From an optimization exercise on the open Yosys and OpenROAD flow, aimed at a short achievable clock period and few clock cycles; shortcuts taken in it are not production practice.
Function was checked by simulation only, so behaviour that the tests miss may differ from the original.
No activity file was given, so power comes from the tool's default toggle rates.

==> flow/design.v <==
module ALU #(
    parameter REG_WIDTH = 32
)(
    input [REG_WIDTH-1:0] rs1,
    input [REG_WIDTH-1:0] rs2,
    input [3:0] alu_cmd,
    output reg [REG_WIDTH-1:0] out
);
    always @(*) begin
        case (alu_cmd)
            4'b0000:
                out = rs1 + rs2;
            4'b0001:
                out = rs1 - rs2;
            4'b0010:
                out = ($signed(rs1) < $signed(rs2)) ? 32'b1 : 32'b0;
            4'b0011:
                out = (rs1 < rs2) ? 32'b1 : 32'b0;
            4'b0100:
                out = rs1 & rs2;
            4'b0101:
                out = rs1 | rs2;
            4'b0110:
                out = rs1 ^ rs2;
            4'b0111:
                out = rs1 << rs2[4:0];  
            4'b1000:
                out = rs1 >> rs2[4:0];  
            4'b1001:
                out = $signed(rs1) >>> rs2[4:0];  
            default: out = 32'b0;
        endcase
    end
endmodule
module CtrlSignalGen (
    input [31:0] inst,
    output reg [3:0] alu_cmd,
    output reg alu_src,
    output reg regfile_write_en,
    output reg [3:0] regfile_write_width,
    output reg [1:0] regfile_write_data,
    output reg datamem_write_en,
    output reg [3:0] datamem_write_width,
    output reg add_4_pc
);
    wire [6:0] opcode = inst[6:0];
    wire [2:0] funct3 = inst[14:12];
    wire funct7_important = inst[30];
    function [3:0] alu_cmd_from_funct3_funct7;
        input [2:0] funct3;
        input funct7;
        input is_imm_inst;  
        begin 
            alu_cmd_from_funct3_funct7 = 4'b0;
            case (funct3)
                3'b000, 3'b000:
                    if (!is_imm_inst && funct7 == 1'b1)
                        alu_cmd_from_funct3_funct7 = 4'b0001; 
                    else
                        alu_cmd_from_funct3_funct7 = 4'b0000;
                3'b010:  alu_cmd_from_funct3_funct7 = 4'b0010;
                3'b011: alu_cmd_from_funct3_funct7 = 4'b0011;
                3'b111:  alu_cmd_from_funct3_funct7 = 4'b0100;
                3'b110:   alu_cmd_from_funct3_funct7 = 4'b0101;
                3'b100:  alu_cmd_from_funct3_funct7 = 4'b0110;
                3'b001:  alu_cmd_from_funct3_funct7 = 4'b0111;
                3'b101, 3'b101:
                    if (funct7 == 1'b1)
                        alu_cmd_from_funct3_funct7 = 4'b1001;
                    else
                        alu_cmd_from_funct3_funct7 = 4'b1000;
                default: 
                    alu_cmd_from_funct3_funct7 = 4'b0;
            endcase        
        end
    endfunction
    function [3:0] load_store_width_or_type_from_funct3;
        input [2:0] funct3;
        begin 
            load_store_width_or_type_from_funct3 = 4'b0;
            case (funct3)
                3'b000: load_store_width_or_type_from_funct3 = 4'b0001;
                3'b001: load_store_width_or_type_from_funct3 = 4'b0011;
                3'b010: load_store_width_or_type_from_funct3 = 4'b1111;
                3'b100: load_store_width_or_type_from_funct3 = 4'b0001;
                3'b101: load_store_width_or_type_from_funct3 = 4'b0011;
                3'b000: load_store_width_or_type_from_funct3 = 4'b0001;
                3'b001: load_store_width_or_type_from_funct3 = 4'b0011;
                3'b010: load_store_width_or_type_from_funct3 = 4'b1111;
                default: load_store_width_or_type_from_funct3 = 4'b0;
            endcase
        end
    endfunction
    always @(*) begin 
        case (opcode)
            7'b0110011: begin 
                alu_cmd = alu_cmd_from_funct3_funct7(funct3, funct7_important, 0);
                alu_src = 1'b1;
                regfile_write_en = 1;
                regfile_write_width = 4'd4;
                regfile_write_data = 2'b00;
                datamem_write_en = 0;
                datamem_write_width = 4'b0;
                add_4_pc = 1'b0;
            end
            7'b0010011: begin
                alu_cmd = alu_cmd_from_funct3_funct7(funct3, funct7_important, 1);
                alu_src = 1'b0;
                regfile_write_en = 1;
                regfile_write_width = 4'd4;
                regfile_write_data = 2'b00;
                datamem_write_en = 0;
                datamem_write_width = 4'b0;
                add_4_pc = 1'b0;
            end
            7'b0110111: begin 
                alu_cmd = 4'b0;
                alu_src = 1'b0;
                regfile_write_en = 1;
                regfile_write_width = 4'd4;
                regfile_write_data = 2'b10;
                datamem_write_en = 0;
                datamem_write_width = 4'b0;
                add_4_pc = 1'b0;
            end
            7'b0010111: begin 
                alu_cmd = 4'b0;
                alu_src = 1'b0;
                regfile_write_en = 1;
                regfile_write_width = 4'd4;
                regfile_write_data = 2'b11;
                datamem_write_en = 0;
                datamem_write_width = 4'b0;
                add_4_pc = 1'b0;
            end
            7'b1101111: begin 
                alu_cmd = 4'b0;
                alu_src = 1'b0;
                regfile_write_en = 1;
                regfile_write_width = 4'd4;
                regfile_write_data = 2'b11;
                datamem_write_en = 0;
                datamem_write_width = 4'b0;
                add_4_pc = 1'b1;
            end
            7'b1100111: begin 
                alu_cmd = 4'b0;
                alu_src = 1'b0;
                regfile_write_en = 1;
                regfile_write_width = 4'd4;
                regfile_write_data = 2'b11;
                datamem_write_en = 0;
                datamem_write_width = 4'b0;
                add_4_pc = 1'b1;
            end
            7'b1100011: begin 
                alu_cmd = 4'b0;
                alu_src = 1'b0;
                regfile_write_en = 0;
                regfile_write_width = 4'b0;
                regfile_write_data = 2'b0;
                datamem_write_en = 0;
                datamem_write_width = 4'b0;
                add_4_pc = 1'b0;
            end
            7'b0000011: begin 
                alu_cmd = 4'b0000;
                alu_src = 1'b0;
                regfile_write_en = 1;
                regfile_write_width = load_store_width_or_type_from_funct3(funct3);
                regfile_write_data = 2'b01;
                datamem_write_en = 0;
                datamem_write_width = 4'b0;
                add_4_pc = 1'b0;
            end
            7'b0100011: begin
                alu_cmd = 4'b0000;
                alu_src = 1'b0;
                regfile_write_en = 0;
                regfile_write_width = 4'b0;
                regfile_write_data = 2'b01;
                datamem_write_en = 1;
                datamem_write_width = load_store_width_or_type_from_funct3(funct3);
                add_4_pc = 1'b0;
            end
            7'b1110011: begin
                alu_cmd = 4'b0000;
                alu_src = 1'b0;
                regfile_write_en = 1;
                regfile_write_width = 4'd4;
                regfile_write_data = 2'b00;
                datamem_write_en = 0;
                datamem_write_width = 4'b0;
                add_4_pc = 1'b0;
            end
            default: begin
                alu_cmd = 4'b0;
                alu_src = 1'b0;
                regfile_write_en = 0;
                regfile_write_width = 4'b0;
                regfile_write_data = 2'b0;
                datamem_write_en = 0;
                datamem_write_width = 4'b0;
                add_4_pc = 1'b0;
            end
        endcase
    end
endmodule
module DirectionalBuffer #(
    parameter BUFFER_BYTE_SIZE= 4,
    parameter BUFFER_ADDR_SIZE = $clog2(BUFFER_BYTE_SIZE)
)(
    input clk,
    input reset,
    input input_en,
    input [7:0] input_data,
    output [BUFFER_ADDR_SIZE:0] buffer_size_avai,  
    input output_en,
    output [7:0] output_data
);
    reg [7:0] buffer [0:BUFFER_BYTE_SIZE-1];
    reg [BUFFER_ADDR_SIZE-1:0] write_addr;
    reg [BUFFER_ADDR_SIZE-1:0] read_addr;
    reg [BUFFER_ADDR_SIZE:0] avai_count;
    integer i;
    always @(posedge clk) begin 
        if (reset) begin
            for (i = 0; i < BUFFER_BYTE_SIZE; i = i + 1) 
                buffer[i] <= 0;
            write_addr <= 0;
            read_addr <= 0;
            avai_count <= BUFFER_BYTE_SIZE;
        end
        else begin
            if (input_en && !output_en) begin
                if (avai_count > 0) begin
                    buffer[write_addr] <= input_data;
                    avai_count <= avai_count - 1;
                    write_addr <= (write_addr + 1) % BUFFER_BYTE_SIZE;
                end
            end
            if (!input_en && output_en) begin
                if (avai_count < BUFFER_BYTE_SIZE) begin
                    avai_count <= avai_count + 1;
                    read_addr <= (read_addr + 1) % BUFFER_BYTE_SIZE;
                end
            end
            if (input_en && output_en) begin
                buffer[write_addr] <= input_data;
                read_addr <= (read_addr + 1) % BUFFER_BYTE_SIZE;
                write_addr <= (write_addr + 1) % BUFFER_BYTE_SIZE;
            end
        end
    end
    assign output_data = buffer[read_addr];
    assign buffer_size_avai = avai_count;
endmodule
module ImmediateGen (
    input [31:0] inst,
    output reg [31:0] immediate
);
    wire [6:0] opcode = inst[6:0];
    always @(*) begin
        case (opcode)
            7'b0010011: 
                immediate = { {20{inst[31]}}, inst[31:20] };
            7'b0110111:
                immediate = { inst[31:12], 12'b0 };
            7'b0010111:
                immediate = { inst[31:12], 12'b0 };
            7'b1101111:
                immediate = { {12{inst[31]}}, inst[19:12], inst[20], inst[30:21], 1'b0 };
            7'b1100111:
                immediate = { {20{inst[31]}}, inst[31:20] };
            7'b1100011:
                immediate = { {20{inst[31]}}, inst[7], inst[30:25], inst[11:8], 1'b0 };
            7'b0000011:
                immediate = { {20{inst[31]}}, inst[31:20] };
            7'b0100011:
                immediate = { {20{inst[31]}}, inst[31:25], inst[11:7] };
            default: 
                immediate = {32 {1'b0}};
        endcase
    end
endmodule
module JumpBranchCalculate #(
    parameter ADDR_WIDTH_IN_BIT = 32
)(
    input [6:0] opcode,
    input [2:0] funct3,
    input [ADDR_WIDTH_IN_BIT-1:0] pc,
    input [ADDR_WIDTH_IN_BIT-1:0] imm,
    input [ADDR_WIDTH_IN_BIT-1:0] rs1,
    input [ADDR_WIDTH_IN_BIT-1:0] rs2,
    output reg [ADDR_WIDTH_IN_BIT-1:0] new_addr,
    output reg change_addr_enable
);
    always @(*)  begin
        case (opcode)
            7'b1101111:
                new_addr = pc + imm;
            7'b1100111:
                new_addr = (rs1 + imm) & 32'hFFFF_FFFE;  
            7'b1100011:
                new_addr = pc + imm;
            default: 
                new_addr = {ADDR_WIDTH_IN_BIT {1'b0}};
        endcase
    end
    always @(*) begin
        case (opcode)
            7'b1101111:
                change_addr_enable = 1'b1;
            7'b1100111:
                change_addr_enable = 1'b1;
            7'b1100011:
                if ((funct3 == 3'b000 && rs1 == rs2)
                    || (funct3 == 3'b001 && rs1 != rs2)
                    || (funct3 == 3'b100 && $signed(rs1) < $signed(rs2))
                    || (funct3 == 3'b101 && $signed(rs1) >= $signed(rs2))
                    || (funct3 == 3'b110 && rs1 < rs2)
                    || (funct3 == 3'b111 && rs1 >= rs2)
                    )
                    change_addr_enable = 1'b1;
                else
                    change_addr_enable = 1'b0;
            default: 
                change_addr_enable = 1'b0;
        endcase
    end
endmodule
module LoadExtend #(
    parameter REG_WIDTH_IN_BYTE = 4,
    parameter REG_WIDTH_IN_BIT = REG_WIDTH_IN_BYTE * 8
)(
    input [REG_WIDTH_IN_BIT-1:0] read_data,
    input [2:0] funct3,
    input [1:0] byte_offset,   
    output reg [REG_WIDTH_IN_BIT-1:0] read_data_ext
);
    wire [REG_WIDTH_IN_BIT-1:0] sdata;  
    assign sdata = (read_data) >> (byte_offset * 8);
    always @(*) begin
        case (funct3)
            3'b000: read_data_ext = { {24{sdata[7]}}, sdata[7:0] };
            3'b001: read_data_ext = { {16{sdata[15]}}, sdata[15:0] };
            3'b010: read_data_ext = sdata;
            3'b100: read_data_ext = { {24{1'b0}}, sdata[7:0] };
            3'b101: read_data_ext = { {16{1'b0}}, sdata[15:0] };
            3'b000: read_data_ext = { {24{1'b0}}, sdata[7:0] };
            3'b001: read_data_ext = { {16{1'b0}}, sdata[15:0] };
            3'b010: read_data_ext = sdata;
            default: read_data_ext = {32 {1'b0}};
        endcase
    end
endmodule
module Orchestrator #(
    parameter INST_WIDTH_IN_BIT = 32
)(
    input clk,
    input reset,  
    input [INST_WIDTH_IN_BIT-1:0] next_inst,
    input [INST_WIDTH_IN_BIT-1:0] curr_inst,
    input [INST_WIDTH_IN_BIT-1:0] prev_inst,
    output stall_id_if_pl,
    output stall_pc_increment,
    output halt
);
    wire [6:0] opcode_next_inst = next_inst[6:0];
    wire [6:0] opcode_curr_inst = curr_inst[6:0];
    wire [6:0] opcode_prev_inst = prev_inst[6:0];
    wire [4:0] rd_curr_inst = curr_inst[11:7];
    wire [4:0] rd_prev_inst = prev_inst[11:7];
    wire [4:0] rs1_next_inst = next_inst[19:15];
    wire [4:0] rs2_next_inst = next_inst[24:20];
    reg halt_state;
    reg [1:0] clk_till_halt;  
    always @(posedge clk) begin
        if (reset)
            halt_state <= 0;
        else if (curr_inst == 32'hC0001073)
            halt_state <= 1;
        else
            halt_state <= halt_state;
    end
    always @(posedge clk) begin
        if (reset)
            clk_till_halt <= 3;
        else if (halt_state == 1 && clk_till_halt != 0)
            clk_till_halt <= clk_till_halt - 1;
        else
            clk_till_halt <= clk_till_halt;
    end
    assign halt = halt_state && (clk_till_halt == 0);
    wire pl_load_stall = (opcode_curr_inst == 7'b0000011) || (opcode_prev_inst == 7'b0000011);
    wire pl_branch_stall = (opcode_curr_inst == 7'b1100011) || (opcode_prev_inst == 7'b1100011);
    wire pl_jump_stall = (opcode_curr_inst == 7'b1101111) || (opcode_curr_inst == 7'b1100111)
                      || (opcode_prev_inst == 7'b1101111) || (opcode_prev_inst == 7'b1100111);
    reg pl_rd_dep_stall;
    function is_change_rd_inst;
        input [6:0] opcode;
        begin 
            is_change_rd_inst = (opcode == 7'b0110011 
                            || opcode == 7'b0010011 
                            || opcode == 7'b0110111 
                            || opcode == 7'b0010111
                            || opcode == 7'b1110011);
        end
    endfunction
    function have_rd_dep_need_stall;
        input [6:0] sus_opcode;          
        input [4:0] sus_rd;              
        input [6:0] next_opcode;
        input [4:0] next_rs1;
        input [4:0] next_rs2;
        begin
            have_rd_dep_need_stall = 0;
            if (is_change_rd_inst(sus_opcode)) begin
                case (next_opcode)
                    7'b0110011, 7'b1100011, 7'b0100011:  
                        if (sus_rd != 0 && (sus_rd == next_rs1 || sus_rd == next_rs2))
                            have_rd_dep_need_stall = 1;
                    7'b0010011, 7'b1100111, 7'b0000011, 7'b1110011:  
                        if (sus_rd != 0 && sus_rd == next_rs1)
                            have_rd_dep_need_stall = 1;
                    default: have_rd_dep_need_stall = 0;  
                endcase
            end
        end
    endfunction
    always @(*) begin 
        pl_rd_dep_stall = 0;
        pl_rd_dep_stall = have_rd_dep_need_stall(
                opcode_curr_inst, rd_curr_inst, 
                opcode_next_inst, rs1_next_inst, rs2_next_inst)
            || have_rd_dep_need_stall(
                opcode_prev_inst, rd_prev_inst, 
                opcode_next_inst, rs1_next_inst, rs2_next_inst);
    end
    assign stall_id_if_pl = reset || halt_state 
        || pl_jump_stall || pl_load_stall || pl_rd_dep_stall || pl_branch_stall; 
    assign stall_pc_increment = stall_id_if_pl; 
endmodule
module RegisterFile #(
    parameter REG_NUMBER = 32,
    parameter REG_ADDR_WIDTH = $clog2(REG_NUMBER),
    parameter REG_WIDTH_IN_BYTE = 4,
    parameter REG_WIDTH_IN_BIT = REG_WIDTH_IN_BYTE * 8
)(
    input clk,
    input reset,
    input [REG_ADDR_WIDTH-1:0] read_reg1_addr,
    input [REG_ADDR_WIDTH-1:0] read_reg2_addr,
    output reg [REG_WIDTH_IN_BIT-1:0] read_reg1_data,
    output reg [REG_WIDTH_IN_BIT-1:0] read_reg2_data,
    input write_enable,
    input [REG_ADDR_WIDTH-1:0] write_reg_addr,
    input [REG_WIDTH_IN_BIT-1:0] write_data
);
    reg [REG_WIDTH_IN_BIT-1:0] regfile [0:REG_NUMBER-1];
    integer i;
    always @(posedge clk) begin 
        if (reset) begin
            for (i = 0; i < REG_NUMBER; i = i + 1) begin
                regfile[i] <= {REG_WIDTH_IN_BIT {1'b0}};
            end
        end
        else if (write_enable)
            if (write_reg_addr != 0)  
                regfile[write_reg_addr] <= write_data;
        regfile[0] <= 0;     
    end
    always @(*) begin
        if (read_reg1_addr == write_reg_addr && write_enable)
            if (read_reg1_addr != 0)
                read_reg1_data = write_data;
            else
                read_reg1_data = 0;
        else
            read_reg1_data = regfile[read_reg1_addr];
        if (read_reg2_addr == write_reg_addr && write_enable)
            if (read_reg2_addr != 0)
                read_reg2_data = write_data;
            else
                read_reg2_data = 0;
        else
            read_reg2_data = regfile[read_reg2_addr];
    end
endmodule
module ZicntrReg (
    input clk,
    input reset,  
    input disable_instret_increment,
    input [11:0] csr_addr,
    output reg [31:0] csr_content
);
    reg [63:0] cycle_reg;
    reg [63:0] time_reg;
    reg [63:0] instret_reg;
    always @(posedge clk) begin
        if (reset) begin
            cycle_reg <= 0;
            time_reg <= 0;
            instret_reg <= 0;
        end
        else begin
            cycle_reg <= cycle_reg + 1;
            time_reg <= time_reg + 1;
            if (!disable_instret_increment)
                instret_reg <= instret_reg + 1;
        end
    end
    always @(*) begin
        case (csr_addr)
            12'hC00:
                csr_content = cycle_reg[31:0];
            12'hC01:
                csr_content = time_reg[31:0];
            12'hC02:
                csr_content = instret_reg[31:0];
            12'hC80:
                csr_content = cycle_reg[63:32];
            12'hC81:
                csr_content = time_reg[63:32];
            12'hC82:
                csr_content = instret_reg[63:32];
            default:
                csr_content = 32'b0;
        endcase
    end
endmodule
module uart_rx 
#(parameter CLKS_PER_BIT = 100)
(
    input        i_Clock,
    input        i_Reset,
    input        i_Rx_Serial,
    output       o_Rx_Done,
    output [7:0] o_Rx_Byte
);
parameter s_IDLE         = 3'b000;
parameter s_RX_START_BIT = 3'b001;
parameter s_RX_DATA_BITS = 3'b010;
parameter s_RX_STOP_BIT  = 3'b011;
parameter s_CLEANUP      = 3'b100;
reg           r_Rx_Data_R;
reg           r_Rx_Data;
reg [9:0]     r_Clock_Count;
reg [2:0]     r_Bit_Index;  
reg [7:0]     r_Rx_Byte;
reg           r_Rx_DV;
reg [2:0]     r_SM_Main;
always @(posedge i_Clock)
begin
  if (i_Reset)
  begin
    r_Rx_Data_R <= 1'b1;
    r_Rx_Data   <= 1'b1;
  end
  else
  begin
    r_Rx_Data_R <= i_Rx_Serial;
    r_Rx_Data   <= r_Rx_Data_R;
  end
end
always @(posedge i_Clock)
begin
  if (i_Reset)
  begin
    r_SM_Main     <= s_IDLE;
    r_Clock_Count <= 0;
    r_Bit_Index   <= 0;
    r_Rx_Byte     <= 0;
    r_Rx_DV       <= 0;
  end
  else
    case (r_SM_Main)
        s_IDLE :
        begin
            r_Rx_DV       <= 1'b0;
            r_Clock_Count <= 0;
            r_Bit_Index   <= 0;
            if (r_Rx_Data == 1'b0)           
                r_SM_Main <= s_RX_START_BIT;
            else
                r_SM_Main <= s_IDLE;
        end
        s_RX_START_BIT :
        begin
            if (r_Clock_Count == (CLKS_PER_BIT-1)/2)
            begin
                if (r_Rx_Data == 1'b0)
                begin
                    r_Clock_Count <= 0;   
                    r_SM_Main     <= s_RX_DATA_BITS;
                end
                else
                    r_SM_Main <= s_IDLE;
            end
            else
            begin
                r_Clock_Count <= r_Clock_Count + 1;
                r_SM_Main     <= s_RX_START_BIT;
            end
        end  
        s_RX_DATA_BITS :
        begin
            if (r_Clock_Count < CLKS_PER_BIT-1)
            begin
                r_Clock_Count <= r_Clock_Count + 1;
                r_SM_Main     <= s_RX_DATA_BITS;
            end
            else
            begin
                r_Clock_Count          <= 0;
                r_Rx_Byte[r_Bit_Index] <= r_Rx_Data;
                if (r_Bit_Index < 7)
                begin
                    r_Bit_Index <= r_Bit_Index + 1;
                    r_SM_Main   <= s_RX_DATA_BITS;
                end
                else
                begin
                    r_Bit_Index <= 0;
                    r_SM_Main   <= s_RX_STOP_BIT;
                end
            end
        end  
        s_RX_STOP_BIT :
        begin
            if (r_Clock_Count < CLKS_PER_BIT-1)
            begin
                r_Clock_Count <= r_Clock_Count + 1;
                r_SM_Main     <= s_RX_STOP_BIT;
            end
            else
            begin
                r_Rx_DV       <= 1'b1;
                r_Clock_Count <= 0;
                r_SM_Main     <= s_CLEANUP;
            end
        end  
        s_CLEANUP :
        begin
            r_SM_Main <= s_IDLE;
            r_Rx_DV   <= 1'b0;
        end
        default :
            r_SM_Main <= s_IDLE;
    endcase
end   
assign o_Rx_Done   = r_Rx_DV;
assign o_Rx_Byte = r_Rx_Byte;
endmodule  
module uart_tx 
#(parameter CLKS_PER_BIT = 100)
(
    input       i_Clock,
    input       i_Reset,
    input       i_Tx_DV,
    input [7:0] i_Tx_Byte, 
    output      o_Tx_Active,
    output reg  o_Tx_Serial,
    output      o_Tx_Done
);
parameter s_IDLE         = 3'b000;
parameter s_TX_START_BIT = 3'b001;
parameter s_TX_DATA_BITS = 3'b010;
parameter s_TX_STOP_BIT  = 3'b011;
parameter s_CLEANUP      = 3'b100;
reg [2:0]    r_SM_Main;
reg [9:0]    r_Clock_Count;
reg [2:0]    r_Bit_Index;
reg [7:0]    r_Tx_Data;
reg          r_Tx_Done;
reg          r_Tx_Active;
always @(posedge i_Clock)
begin
  if (i_Reset)
  begin
    r_SM_Main     <= s_IDLE;
    r_Clock_Count <= 0;
    r_Bit_Index   <= 0;
    r_Tx_Data     <= 0;
    r_Tx_Done     <= 0;
    r_Tx_Active   <= 0;
    o_Tx_Serial   <= 1'b1;
  end
  else
    case (r_SM_Main)
        s_IDLE :
        begin
            o_Tx_Serial   <= 1'b1;          
            r_Tx_Done     <= 1'b0;
            r_Clock_Count <= 0;
            r_Bit_Index   <= 0;
            if (i_Tx_DV == 1'b1)
            begin
                r_Tx_Active <= 1'b1;
                r_Tx_Data   <= i_Tx_Byte;
                r_SM_Main   <= s_TX_START_BIT;
            end
            else
                r_SM_Main <= s_IDLE;
        end  
        s_TX_START_BIT :
        begin
            o_Tx_Serial <= 1'b0;
            if (r_Clock_Count < CLKS_PER_BIT-1)
            begin
                r_Clock_Count <= r_Clock_Count + 1;
                r_SM_Main     <= s_TX_START_BIT;
            end
            else
            begin
                r_Clock_Count <= 0;
                r_SM_Main     <= s_TX_DATA_BITS;
            end
        end  
        s_TX_DATA_BITS :
        begin
            o_Tx_Serial <= r_Tx_Data[r_Bit_Index];
            if (r_Clock_Count < CLKS_PER_BIT-1)
            begin
                r_Clock_Count <= r_Clock_Count + 1;
                r_SM_Main     <= s_TX_DATA_BITS;
            end
            else
            begin
                r_Clock_Count <= 0;
                if (r_Bit_Index < 7)
                begin
                    r_Bit_Index <= r_Bit_Index + 1;
                    r_SM_Main   <= s_TX_DATA_BITS;
                end
                else
                begin
                    r_Bit_Index <= 0;
                    r_SM_Main   <= s_TX_STOP_BIT;
                end
            end
        end  
        s_TX_STOP_BIT :
        begin
            o_Tx_Serial <= 1'b1;
            if (r_Clock_Count < CLKS_PER_BIT-1)
            begin
                r_Clock_Count <= r_Clock_Count + 1;
                r_SM_Main     <= s_TX_STOP_BIT;
            end
            else
            begin
                r_Tx_Done     <= 1'b1;
                r_Clock_Count <= 0;
                r_SM_Main     <= s_CLEANUP;
                r_Tx_Active   <= 1'b0;
            end
        end  
        s_CLEANUP :
        begin
            r_Tx_Done <= 1'b0;
            r_SM_Main <= s_IDLE;
        end
        default :
            r_SM_Main <= s_IDLE;
    endcase
end
assign o_Tx_Active = r_Tx_Active;
assign o_Tx_Done   = r_Tx_Done;
endmodule
module SimpleIO #(
    parameter OUTPUT_BUFFER_BYTE_SIZE = 32,
    parameter INPUT_BUFFER_BYTE_SIZE = 32,
    parameter WORD_WIDTH_IN_BYTE = 4,
    parameter WORD_WIDTH_IN_BIT = WORD_WIDTH_IN_BYTE * 8,
    parameter UART_INTERNAL_CLK_PER_BAUD = 434  
)(
    input clk,
    input reset,
    input en_a,
    input [3:0] we_a,
    input [31:0] addr_a,
    input [WORD_WIDTH_IN_BIT-1:0] din_a,
    output reg [WORD_WIDTH_IN_BIT-1:0] dout_a,
    output busy_tx,
    input io_input_rx,
    output io_output_tx
);
    wire [WORD_WIDTH_IN_BIT-1:0] output_buffer_avai;
    wire [WORD_WIDTH_IN_BIT-1:0] input_buffer_avai;
    wire [7:0] input_byte_value;
    assign output_buffer_avai[WORD_WIDTH_IN_BIT-1:$clog2(OUTPUT_BUFFER_BYTE_SIZE)+1] = 0;
    assign input_buffer_avai[WORD_WIDTH_IN_BIT-1:$clog2(INPUT_BUFFER_BYTE_SIZE)+1] = 0;
    always @(posedge clk) begin
        if (!reset && en_a) begin
            case (addr_a)
                32'h8000_0000:
                    dout_a <= output_buffer_avai;
                32'h8000_0004:
                    dout_a <= {WORD_WIDTH_IN_BIT {1'b0}};
                32'h8000_0008:
                    dout_a <= input_buffer_avai;
                32'h8000_000C:
                    dout_a <= input_byte_value;
                default:
                    dout_a <= {WORD_WIDTH_IN_BIT {1'b0}};
            endcase
        end
    end
    wire have_byte_rx;
    wire [7:0] byte_rx;
    DirectionalBuffer #(
        .BUFFER_BYTE_SIZE(INPUT_BUFFER_BYTE_SIZE)
    ) input_buffer (
        .clk(clk),
        .reset(reset),
        .input_en(have_byte_rx),
        .input_data(byte_rx),
        .buffer_size_avai(input_buffer_avai[$clog2(INPUT_BUFFER_BYTE_SIZE):0]),
        .output_en(!reset && en_a && (addr_a == 32'h8000_000C)),
        .output_data(input_byte_value)
    );
    wire tx_done;
    wire new_transmit_tx = (output_buffer_avai < OUTPUT_BUFFER_BYTE_SIZE) && !busy_tx && !tx_done;
    wire [7:0] byte_tx;
    DirectionalBuffer #(
        .BUFFER_BYTE_SIZE(OUTPUT_BUFFER_BYTE_SIZE)
    ) output_buffer (
        .clk(clk),
        .reset(reset),
        .input_en(!reset && en_a && (we_a != 0) && (addr_a == 32'h8000_0004)),
        .input_data(din_a[7:0]),
        .buffer_size_avai(output_buffer_avai[$clog2(OUTPUT_BUFFER_BYTE_SIZE):0]),
        .output_en(new_transmit_tx),
        .output_data(byte_tx)
    );
    uart_rx #(
        .CLKS_PER_BIT(UART_INTERNAL_CLK_PER_BAUD)
    ) input_uart (
        .i_Clock(clk),
        .i_Reset(reset),
        .i_Rx_Serial(io_input_rx),
        .o_Rx_Done(have_byte_rx),
        .o_Rx_Byte(byte_rx)
    );
    uart_tx #(
        .CLKS_PER_BIT(UART_INTERNAL_CLK_PER_BAUD)
    ) output_uart (
        .i_Clock(clk),
        .i_Reset(reset),
        .i_Tx_DV(new_transmit_tx),
        .i_Tx_Byte(byte_tx), 
        .o_Tx_Active(busy_tx),
        .o_Tx_Serial(io_output_tx),
        .o_Tx_Done(tx_done)
    );
endmodule
module Hubris #(
    parameter REG_NUMBER = 32,
    parameter WORD_WIDTH_IN_BYTE = 4,
    parameter WORD_WIDTH_IN_BIT = WORD_WIDTH_IN_BYTE * 8,
    parameter INST_START_ADDR = 32'b0,
    parameter OUTPUT_BUFFER_BYTE_SIZE = 256,
    parameter INPUT_BUFFER_BYTE_SIZE = 16,
    parameter UART_INTERNAL_CLK_PER_BAUD = 54
)(
    input clk,
    input reset,
    output halt,
    output en_a,
    output [3:0] we_a,
    output [31:0] addr_a,
    output [WORD_WIDTH_IN_BIT-1:0] din_a,
    input [WORD_WIDTH_IN_BIT-1:0] dout_a,
    output en_b,
    output [3:0] we_b,
    output [31:0] addr_b,
    output [WORD_WIDTH_IN_BIT-1:0] din_b,
    input [WORD_WIDTH_IN_BIT-1:0] dout_b,
    input io_input_rx,
    output io_output_tx
);
    function is_mem_io_addr;
        input [WORD_WIDTH_IN_BIT-1:0] addr;
        begin 
            is_mem_io_addr = 0;
            case (addr)
                32'h8000_0000, 
                    32'h8000_0004, 
                    32'h8000_0008, 
                    32'h8000_000C:
                        is_mem_io_addr = 1;
                default: is_mem_io_addr = 0;
            endcase        
        end
    endfunction
    wire [WORD_WIDTH_IN_BIT-1:0] new_addr;
    wire chg_addr;
    wire stall_id_if_pl;
    wire pc_stall_write;
    wire final_pc_stall_write = (chg_addr) ? 0 : pc_stall_write;  
    reg [WORD_WIDTH_IN_BIT-1:0] pc;
    always @(posedge clk) begin 
        if (reset) begin
            pc <= INST_START_ADDR;
        end
        else if (final_pc_stall_write)
            pc <= pc;
        else begin
            if (chg_addr)
                pc <= new_addr + 4;
            else
                pc <= pc + 4;
        end
    end
    wire [WORD_WIDTH_IN_BIT-1:0] if1_pc =
        (chg_addr) ? new_addr : pc;  
    reg [WORD_WIDTH_IN_BIT-1:0] if2_pc;  
    wire [WORD_WIDTH_IN_BIT-1:0] if2_inst;  
    always @(posedge clk) begin 
        if (reset)
            if2_pc <= 32'b0;
        else if (!stall_id_if_pl || chg_addr)
            if2_pc <= if1_pc;
    end
    wire [WORD_WIDTH_IN_BIT-1:0] final_if_inst = if2_inst;
    wire [WORD_WIDTH_IN_BIT-1:0] final_pc = if2_pc;
    reg [WORD_WIDTH_IN_BIT-1:0] if_id_pl_pc;
    reg [WORD_WIDTH_IN_BIT-1:0] if_id_pl_inst;
    reg reset_1clk_delay;
    always @(posedge clk)
        reset_1clk_delay <= reset;
    always @(posedge clk) begin
        if (stall_id_if_pl || reset || reset_1clk_delay) begin
            if_id_pl_inst <= 32'h00000013;
            if_id_pl_pc <= 32'b0;
        end
        else begin
            if_id_pl_inst <= final_if_inst;
            if_id_pl_pc <= final_pc;
        end
    end
    wire [WORD_WIDTH_IN_BIT-1:0] id_imm;  
    wire [WORD_WIDTH_IN_BIT-1:0] id_final_imm = 
        (id_parse_opcode == 7'b1110011 && id_parse_funct3 == 3'b010) 
        ? id_csr_content
        : id_imm;        
    wire [3:0] id_alu_cmd;
    wire id_alu_src;
    wire id_regfile_write_en;
    wire [3:0] id_regfile_write_width;
    wire [1:0] id_regfile_write_data;
    wire id_datamem_write_en;
    wire [3:0] id_datamem_write_width;
    wire id_add_4_pc;
    wire [4:0] id_parse_rs1 = if_id_pl_inst[19:15];
    wire [4:0] id_parse_rs2 = if_id_pl_inst[24:20];
    wire [4:0] id_parse_rd = if_id_pl_inst[11:7];
    wire [6:0] id_parse_opcode = if_id_pl_inst[6:0];  
    wire [6:0] id_parse_funct3 = if_id_pl_inst[14:12];  
    wire [11:0] id_parse_csr = if_id_pl_inst[31:20];  
    wire [WORD_WIDTH_IN_BIT-1:0] id_rs1_data;
    wire [WORD_WIDTH_IN_BIT-1:0] id_rs2_data;
    wire [31:0] id_csr_content;
    reg [WORD_WIDTH_IN_BIT-1:0] id_ex_pl_pc;
    reg [WORD_WIDTH_IN_BIT-1:0] id_ex_pl_inst;
    reg [WORD_WIDTH_IN_BIT-1:0] id_ex_pl_imm;
    reg [3:0] id_ex_pl_alu_cmd;
    reg id_ex_pl_alu_src;
    reg id_ex_pl_regfile_write_en;
    reg [3:0] id_ex_pl_regfile_write_width;
    reg [1:0] id_ex_pl_regfile_write_data;
    reg id_ex_pl_datamem_write_en;
    reg [3:0] id_ex_pl_datamem_write_width;
    reg id_ex_pl_add_4_pc;
    reg [4:0] id_ex_pl_parse_rs1;
    reg [4:0] id_ex_pl_parse_rs2;
    reg [4:0] id_ex_pl_parse_rd;
    reg [WORD_WIDTH_IN_BIT-1:0] id_ex_pl_rs1_data;
    reg [WORD_WIDTH_IN_BIT-1:0] id_ex_pl_rs2_data;
    always @(posedge clk) begin 
        id_ex_pl_pc <= if_id_pl_pc;
        id_ex_pl_inst <= if_id_pl_inst;
        id_ex_pl_imm <= id_final_imm;
        id_ex_pl_alu_cmd <= id_alu_cmd;
        id_ex_pl_alu_src <= id_alu_src;
        id_ex_pl_regfile_write_en <= id_regfile_write_en;
        id_ex_pl_regfile_write_width <= id_regfile_write_width;
        id_ex_pl_regfile_write_data <= id_regfile_write_data;
        id_ex_pl_datamem_write_en <= id_datamem_write_en;
        id_ex_pl_datamem_write_width <= id_datamem_write_width;
        id_ex_pl_add_4_pc <= id_add_4_pc;
        id_ex_pl_parse_rs1 <= id_parse_rs1;
        id_ex_pl_parse_rs2 <= id_parse_rs2;
        id_ex_pl_parse_rd <= id_parse_rd;
        id_ex_pl_rs1_data <= id_rs1_data;
        id_ex_pl_rs2_data <= id_rs2_data;
    end
    wire [6:0] ex_opcode = id_ex_pl_inst[6:0];
    wire [2:0] ex_funct3 = id_ex_pl_inst[14:12];
    wire [WORD_WIDTH_IN_BIT-1:0] ex_final_rs2 = 
        (id_ex_pl_alu_src == 1'b0) ? id_ex_pl_imm : id_ex_pl_rs2_data;
    wire [WORD_WIDTH_IN_BIT-1:0] alu_result;
    reg [WORD_WIDTH_IN_BIT-1:0] ex_calculated_pc;
    always @(*) begin 
        if (id_ex_pl_add_4_pc)
            ex_calculated_pc = id_ex_pl_pc + 4;
        else
            ex_calculated_pc = id_ex_pl_pc + id_ex_pl_imm;
    end
    reg [2:0] ex_mem_pl_funct3;
    reg [WORD_WIDTH_IN_BIT-1:0] ex_mem_pl_imm;
    reg ex_mem_pl_regfile_write_en;
    reg [3:0] ex_mem_pl_regfile_write_width;
    reg [1:0] ex_mem_pl_regfile_write_data;
    reg ex_mem_pl_datamem_write_en;
    reg [3:0] ex_mem_pl_datamem_write_width;
    reg [4:0] ex_mem_pl_parse_rd;
    reg [WORD_WIDTH_IN_BIT-1:0] ex_mem_pl_rs2_data;  
    reg [WORD_WIDTH_IN_BIT-1:0] ex_mem_pl_alu_result;
    reg [WORD_WIDTH_IN_BIT-1:0] ex_mem_pl_ex_calculated_pc;
    always @(posedge clk) begin 
        ex_mem_pl_funct3 <= ex_funct3;
        ex_mem_pl_imm <= id_ex_pl_imm;
        ex_mem_pl_regfile_write_en <= id_ex_pl_regfile_write_en;
        ex_mem_pl_regfile_write_width <= id_ex_pl_regfile_write_width;
        ex_mem_pl_regfile_write_data <= id_ex_pl_regfile_write_data;
        ex_mem_pl_datamem_write_en <= id_ex_pl_datamem_write_en;
        ex_mem_pl_datamem_write_width <= id_ex_pl_datamem_write_width;
        ex_mem_pl_parse_rd <= id_ex_pl_parse_rd;
        ex_mem_pl_rs2_data <= id_ex_pl_rs2_data;  
        ex_mem_pl_alu_result <= alu_result;
        ex_mem_pl_ex_calculated_pc <= ex_calculated_pc;
    end
    wire [WORD_WIDTH_IN_BIT-1:0] mem_read_data;  
    wire [WORD_WIDTH_IN_BIT-1:0] io_read_data;  
    reg [2:0] mem_wb_pl_funct3;
    reg [WORD_WIDTH_IN_BIT-1:0] mem_wb_pl_imm;
    wire [WORD_WIDTH_IN_BIT-1:0] mem_wb_pl_read_data; 
    reg mem_wb_pl_regfile_write_en;
    reg [3:0] mem_wb_pl_regfile_write_width;
    reg [1:0] mem_wb_pl_regfile_write_data;
    reg [4:0] mem_wb_pl_parse_rd;
    reg [WORD_WIDTH_IN_BIT-1:0] mem_wb_pl_alu_result;
    reg [WORD_WIDTH_IN_BIT-1:0] mem_wb_pl_ex_calculated_pc;
    assign mem_wb_pl_read_data = 
        (is_mem_io_addr(mem_wb_pl_alu_result))
        ? io_read_data : mem_read_data;
    always @(posedge clk) begin 
        mem_wb_pl_funct3 <= ex_mem_pl_funct3;
        mem_wb_pl_imm <= ex_mem_pl_imm;
        mem_wb_pl_regfile_write_width <= ex_mem_pl_regfile_write_width;
        mem_wb_pl_regfile_write_en <= ex_mem_pl_regfile_write_en;
        mem_wb_pl_regfile_write_data <= ex_mem_pl_regfile_write_data;
        mem_wb_pl_parse_rd <= ex_mem_pl_parse_rd;
        mem_wb_pl_alu_result <= ex_mem_pl_alu_result;
        mem_wb_pl_ex_calculated_pc <= ex_mem_pl_ex_calculated_pc;
    end
    reg [WORD_WIDTH_IN_BIT-1:0] wb_write_data;
    wire [WORD_WIDTH_IN_BIT-1:0] wb_read_data_ext;
    always @(*) begin 
        case (mem_wb_pl_regfile_write_data)
            2'b00: 
                wb_write_data = mem_wb_pl_alu_result;
            2'b01:
                wb_write_data = wb_read_data_ext;
            2'b10:
                wb_write_data = mem_wb_pl_imm;
            2'b11:
                wb_write_data = mem_wb_pl_ex_calculated_pc;
            default:
                wb_write_data = {32 {1'b0}};
        endcase
    end
    assign en_a = 1'b1;
    assign we_a = ex_mem_pl_datamem_write_en 
        ? (ex_mem_pl_datamem_write_width << ex_mem_pl_alu_result[1:0]) 
        : 4'b0;
    assign addr_a = ex_mem_pl_alu_result;
    assign din_a = ex_mem_pl_rs2_data << (ex_mem_pl_alu_result[1:0] * 8);
    assign mem_read_data = dout_a;
    assign en_b = !stall_id_if_pl || chg_addr;
    assign we_b = 4'b0;
    assign addr_b = if1_pc;
    assign din_b = 32'b0;
    assign if2_inst = dout_b;
    Orchestrator #(
        .INST_WIDTH_IN_BIT(WORD_WIDTH_IN_BIT)
    ) orchestrator_instance (
        .clk(clk),
        .reset(reset),  
        .next_inst(final_if_inst),
        .curr_inst(if_id_pl_inst),
        .prev_inst(id_ex_pl_inst),
        .stall_id_if_pl(stall_id_if_pl),
        .stall_pc_increment(pc_stall_write),
        .halt(halt)
    );
    RegisterFile #(
        .REG_NUMBER(REG_NUMBER),
        .REG_WIDTH_IN_BYTE(WORD_WIDTH_IN_BYTE)
    ) register_file_instance (
        .clk(clk),
        .reset(reset),
        .read_reg1_addr(id_parse_rs1),
        .read_reg2_addr(id_parse_rs2),
        .read_reg1_data(id_rs1_data),
        .read_reg2_data(id_rs2_data),
        .write_enable(mem_wb_pl_regfile_write_en),
        .write_reg_addr(mem_wb_pl_parse_rd),
        .write_data(wb_write_data)
    );
    ImmediateGen immediate_gen_instance (
        .inst(if_id_pl_inst),
        .immediate(id_imm)
    );
    ZicntrReg zicntr_reg_instance (
        .clk(clk),
        .reset(reset),
        .disable_instret_increment(stall_id_if_pl),
        .csr_addr(id_parse_csr),
        .csr_content(id_csr_content)
    );
    CtrlSignalGen ctrl_sig_gen_instance (
        .inst(if_id_pl_inst),
        .alu_cmd(id_alu_cmd),
        .alu_src(id_alu_src),
        .regfile_write_en(id_regfile_write_en),
        .regfile_write_width(id_regfile_write_width),
        .regfile_write_data(id_regfile_write_data),
        .datamem_write_en(id_datamem_write_en),
        .datamem_write_width(id_datamem_write_width),
        .add_4_pc(id_add_4_pc)
    );
    JumpBranchCalculate #(
        .ADDR_WIDTH_IN_BIT(WORD_WIDTH_IN_BIT)
    ) jump_branch_calculate_instance (
        .opcode(ex_opcode),
        .funct3(ex_funct3),
        .pc(id_ex_pl_pc),
        .imm(id_ex_pl_imm),
        .rs1(id_ex_pl_rs1_data),
        .rs2(id_ex_pl_rs2_data),
        .new_addr(new_addr),
        .change_addr_enable(chg_addr)
    );
    ALU #(
        .REG_WIDTH(WORD_WIDTH_IN_BIT)
    ) alu_instance (
        .rs1(id_ex_pl_rs1_data),
        .rs2(ex_final_rs2),
        .alu_cmd(id_ex_pl_alu_cmd),
        .out(alu_result)
    );
    LoadExtend #(
        .REG_WIDTH_IN_BYTE(WORD_WIDTH_IN_BYTE)
    ) load_extend_instance (
        .read_data(mem_wb_pl_read_data),
        .funct3(mem_wb_pl_funct3),
        .byte_offset(mem_wb_pl_alu_result[1:0]),
        .read_data_ext(wb_read_data_ext)
    );
    SimpleIO #(
        .OUTPUT_BUFFER_BYTE_SIZE(OUTPUT_BUFFER_BYTE_SIZE),
        .INPUT_BUFFER_BYTE_SIZE(INPUT_BUFFER_BYTE_SIZE),
        .WORD_WIDTH_IN_BYTE(4),
        .UART_INTERNAL_CLK_PER_BAUD(UART_INTERNAL_CLK_PER_BAUD)  
    ) simple_io_instance (
        .clk(clk),
        .reset(reset),
        .en_a(
            is_mem_io_addr(ex_mem_pl_alu_result) 
            && ex_mem_pl_regfile_write_data == 2'b01
        ),
        .we_a(we_a),
        .addr_a(addr_a),
        .din_a(din_a),
        .dout_a(io_read_data),
        .busy_tx(),
        .io_input_rx(io_input_rx),
        .io_output_tx(io_output_tx)
    );
endmodule
==> flow/run.sh <==
#!/bin/bash
# synth_recipe.tcl (not shown) runs the flow's synth.tcl, then flattens the netlist and writes it again
# the make line also repeats each setting of config.mk as NAME=value (left out here)
make -C /OpenROAD-flow-scripts/flow DESIGN_CONFIG=/design/flow/config.mk WORK_HOME=/design/flow/orfs CLKGATE_MAP_FILE= SYNTH_SCRIPT=/design/flow/synth_recipe.tcl finish
==> flow/config.mk <==
export PLATFORM = sky130hd
export DESIGN_NAME = Hubris
export DESIGN_NICKNAME = Hubris
export VERILOG_FILES = /design/flow/design.v
export SDC_FILE = /design/flow/constraint.sdc
export NUM_CORES = 4
export LEC_CHECK = 0
export CAP_MARGIN = 20
export CORE_MARGIN = 2
export CORE_UTILIZATION = 40
export PLACE_DENSITY = 0.6
export SLEW_MARGIN = 20
==> flow/constraint.sdc <==
create_clock -name core_clock -period 10.0 [get_ports {clk}]
set_input_delay 2.0000 -clock core_clock [delete_from_list [all_inputs] [get_ports {clk}]]
set_output_delay 2.0000 -clock core_clock [all_outputs]
set_load 0.01 [all_outputs]
==> flow_summary.ini <==
[global_routing]
grt_overflow_total = 0
grt_first_pass_wirelength_um = 898000
antenna_found_initial = 30
grt_pass1_vias = 123000
grt_usage_pct = 25.5
grt_max_degree = 134

[floorplanning]
die_h_um = 694
io_pins = 207
rows = 253
dieArea_mm2 = 0.482
coreArea_mm2 = 0.475
initial_core_util_pct = 40.2
die_x_um = 694

[setup_path]
worstPathMaxFanout = 47
start_kind = flip-flop
cp.required_ns = 8.00
cp.arrival_ns = 6.10
criticalPathCategory = reg -> out
cp-end-kind = output pin

[routing]
drtIter0Drc = 16600
routed_wl_um = 630000
drt-pass1-iter-count = 6
antenna_left = 0
vias_per_cell = 6.00
wl_per_cell_um = 29.6
vias = 128000
drc = 0

[finish]
largest-register = simple_io_instance.output_buffer.buffer
fin_nets = 14900
largest_register_ffs = 2048
n_fill_cell = 42400
final_design_area_no_fill_mm2 = 0.214
syn_to_final_growth_pct = 12.1
drive_gt1_share_pct = 17.9
largestRegisters = simple_io_instance.output_buffer.buffer: 2048 flops, register_file_instance.regfile: 1024 flops, simple_io_instance.input_buffer.buffer: 128 flops
utilization_pct = 45.0

[clocking]
h-tree-depth = 5
clkLatencyLatePin_ns = 1.05
clkTransAtPathRegs_ns = 0.07
cts_buffers = 429
clkSinkCount = 4035
tritoncts = built
cts_resized = 0
cts_setup_buffers = 0
holdBufCountCts = 0
clk_path_buf_depth = 4
cts_root_buffer = clkbuf_16

[pwr]
peakVddDrop_uv = 161
power_leakage_nw = 69.8
p_per_area_mw_per_mm2 = 190

[yosys]
synth_edf_count = 3177
synth_seq_cells = 4035
syn_avg_cell_area_um2 = 12.8
ys_types = 110
yosys-top-cells-area = edfxtp_1, mux4_2, dfxtp_1, nor2_1, clkbuf_1
synth_top_cells_by_count = nor2_1, edfxtp_1, mux4_2, clkbuf_1, dfxtp_1
yosysTopAreaCell = edfxtp_1
syn_area_mm2 = 0.191
yosysTopAreaCellShare_pct = 50.0
yosys_warnings = 14
ys_async_sr_fraction_pct = 0
synth_ff_type = edfxtp_1
yosysSeqAreaShare_pct = 59.0
syn-instance-count = 14900
synth.most_common_cell = nor2_1

[sta]
slew_violations = 0
timing.setup.tns_ns = 0
setup_viol = 0
rsz0062_at_grt = no
slew_headroom_pct = 9.70
fin_ws_ns = 1.90
hold_viol_final = 0
fin_skew_ns = 0.122
min_period_over_period_pct = 81.0
period_needed_ns = 8.10
clock.fmax_ghz = 0.124
worst-slew-pin-transition_ns = 1.34

[placement]
place_ws_ns = 2.72
gp_congestion = 0.995
io_buffers = 169
placed_cell_area_mm2 = 0.200
dp_hpwl_um = 413000

[job]
cap_viol_max_count = 0

[hold_path]
hold_path.class = reg -> reg

[status]
status = timing/DRC/antenna clean
==> worst paths after layout <==
| check | start | endpoint | slack (ns) | cells after the start |
|---|---|---|---|---|
| worst max-delay path | id_ex_pl_rs1_data[31] | addr_b[28] | 1.90 | 14 |
| worst min-delay path | id_ex_pl_rs2_data[16] | ex_mem_pl_rs2_data[16] | 0.31 | 0 |
| worst max register to register | ex_mem_pl_alu_result[0] | flip-flop | 3.16 | 12 |
| worst min register to register | id_ex_pl_rs2_data[16] | ex_mem_pl_rs2_data[16] | 0.31 | 0 |
==> layer usage <==
layer  vias to the layer above  part of all wire [%]  global-route usage (%)
li1                      54300                     -                       -
met1                     65100                    39                    34.2
met2                      6732                    46                    39.8
met3                      1385                   9.3                    4.99
met4                        12                   5.8                    12.6
met5                         -                 0.013                       0
==> worst max-delay path: stages (launching register included) <==
cell	delay [ns]
dfxtp_1	0.31
buf_4	0.23
ha_1	0.45
nand4_2	0.22
nor4_2	0.70
nand3_1	0.20
xnor2_1	0.19
a2bb2oi_1	0.19
nor4b_2	0.55
a221o_2	0.22
buf_4	0.47
o221ai_1	0.29
o21ai_0	0.30
inv_1	0.17
clkdlybuf4s50_1	0.54
==> stage by stage <==
step                      std cells  hold WS [ns]  power (mW)
after CTS                     21200         0.307        40.5
after floorplan               14900         0.310        22.0
after detailed placement      20500         0.312        24.5
after global routing          21300         0.313        41.5
after global placement        20500         0.310        24.5
final                         21300         0.309        40.5
==> power breakdown <==
part           switching [mW]  internal, mW
logic                    3.34          1.47
clock network            6.93          9.28
registers               0.623          18.9
total                    10.9          29.6
==> area by class of cell <==
type | instances | area (µm²) | share of cell area, %
multi-input combinational | 9353 | 73100 | 34.2
clock inverter | 225 | 2330 | 1.09
inverter | 220 | 836 | 0.391
clock buffer | 560 | 11800 | 5.51
sequential | 4035 | 113000 | 52.7
tap | 6247 | 7820 | 3.66
timing repair buffer | 608 | 5240 | 2.45
antenna | 13 | 32.5 | 0.0152
==> cell usage in the layout (no fill, tap or decap), types with 69 or more instances in the layout <==
cell / count
ha_1: 219
mux4_2: 1347
nor2_1: 3676
a21oi_1: 414
clkinv_2: 69
clkinv_1: 69
nand4_1: 89
nand3_1: 151
o21ai_0: 562
nor3_1: 79
a22oi_1: 89
and3_1: 216
inv_1: 213
or3_1: 73
xor2_1: 191
nand2_1: 653
and2_1: 82
buf_4: 411
xnor2_1: 162
clkdlybuf4s50_1: 168
dfxtp_1: 838
a221oi_1: 69
conb_1: 69
edfxtp_1: 3177
o21ai_1: 99
clkbuf_1: 84
clkbuf_16: 437
mux2i_1: 232
==> cell families after synthesis <==
group           count (synthesis)  synth area share [%]
flops                        4035                  59.0
mux                          1602                  17.3
compound gates               1752                  5.59
buf+inv                      1541                  3.21
other cells                     2               0.00394
fa+ha+maj                     223                  1.48
simple gates                 5354                  11.8
xor+xnor                      353                  1.62
Testbench counts, summed over its fixed seeds: cycles 66,756.

==> re-timing with driven ports <==
The results above use ideal ports. As a check the final layout listed here was re-extracted and re-timed, cells and wires unchanged.
Step 1 assumes that a clkbuf_16 drives the clock port and a buf_2 every other input.
Step 2 moves the port delays by t, midway between the first and last clock arrival at a register: inputs arrive t later, outputs are due t later. That takes back most of the time a late clock gives input paths.
Slacks: no drivers / after step 1 / after step 2; pairs: no drivers / after step 1.
shift t [ns]: 1.125
setup WS [ns]: 1.903 / 1.770 / 2.656
worst setup path after step 2: input to output
latest minus earliest clock arrival (ns): 0.124 / 0.124
worst slew at a driven data input, ns: 0.08
After both steps this run still meets setup and hold. The setup slack of this run moves by -0.133 ns with the drivers and by +0.753 ns with both steps.
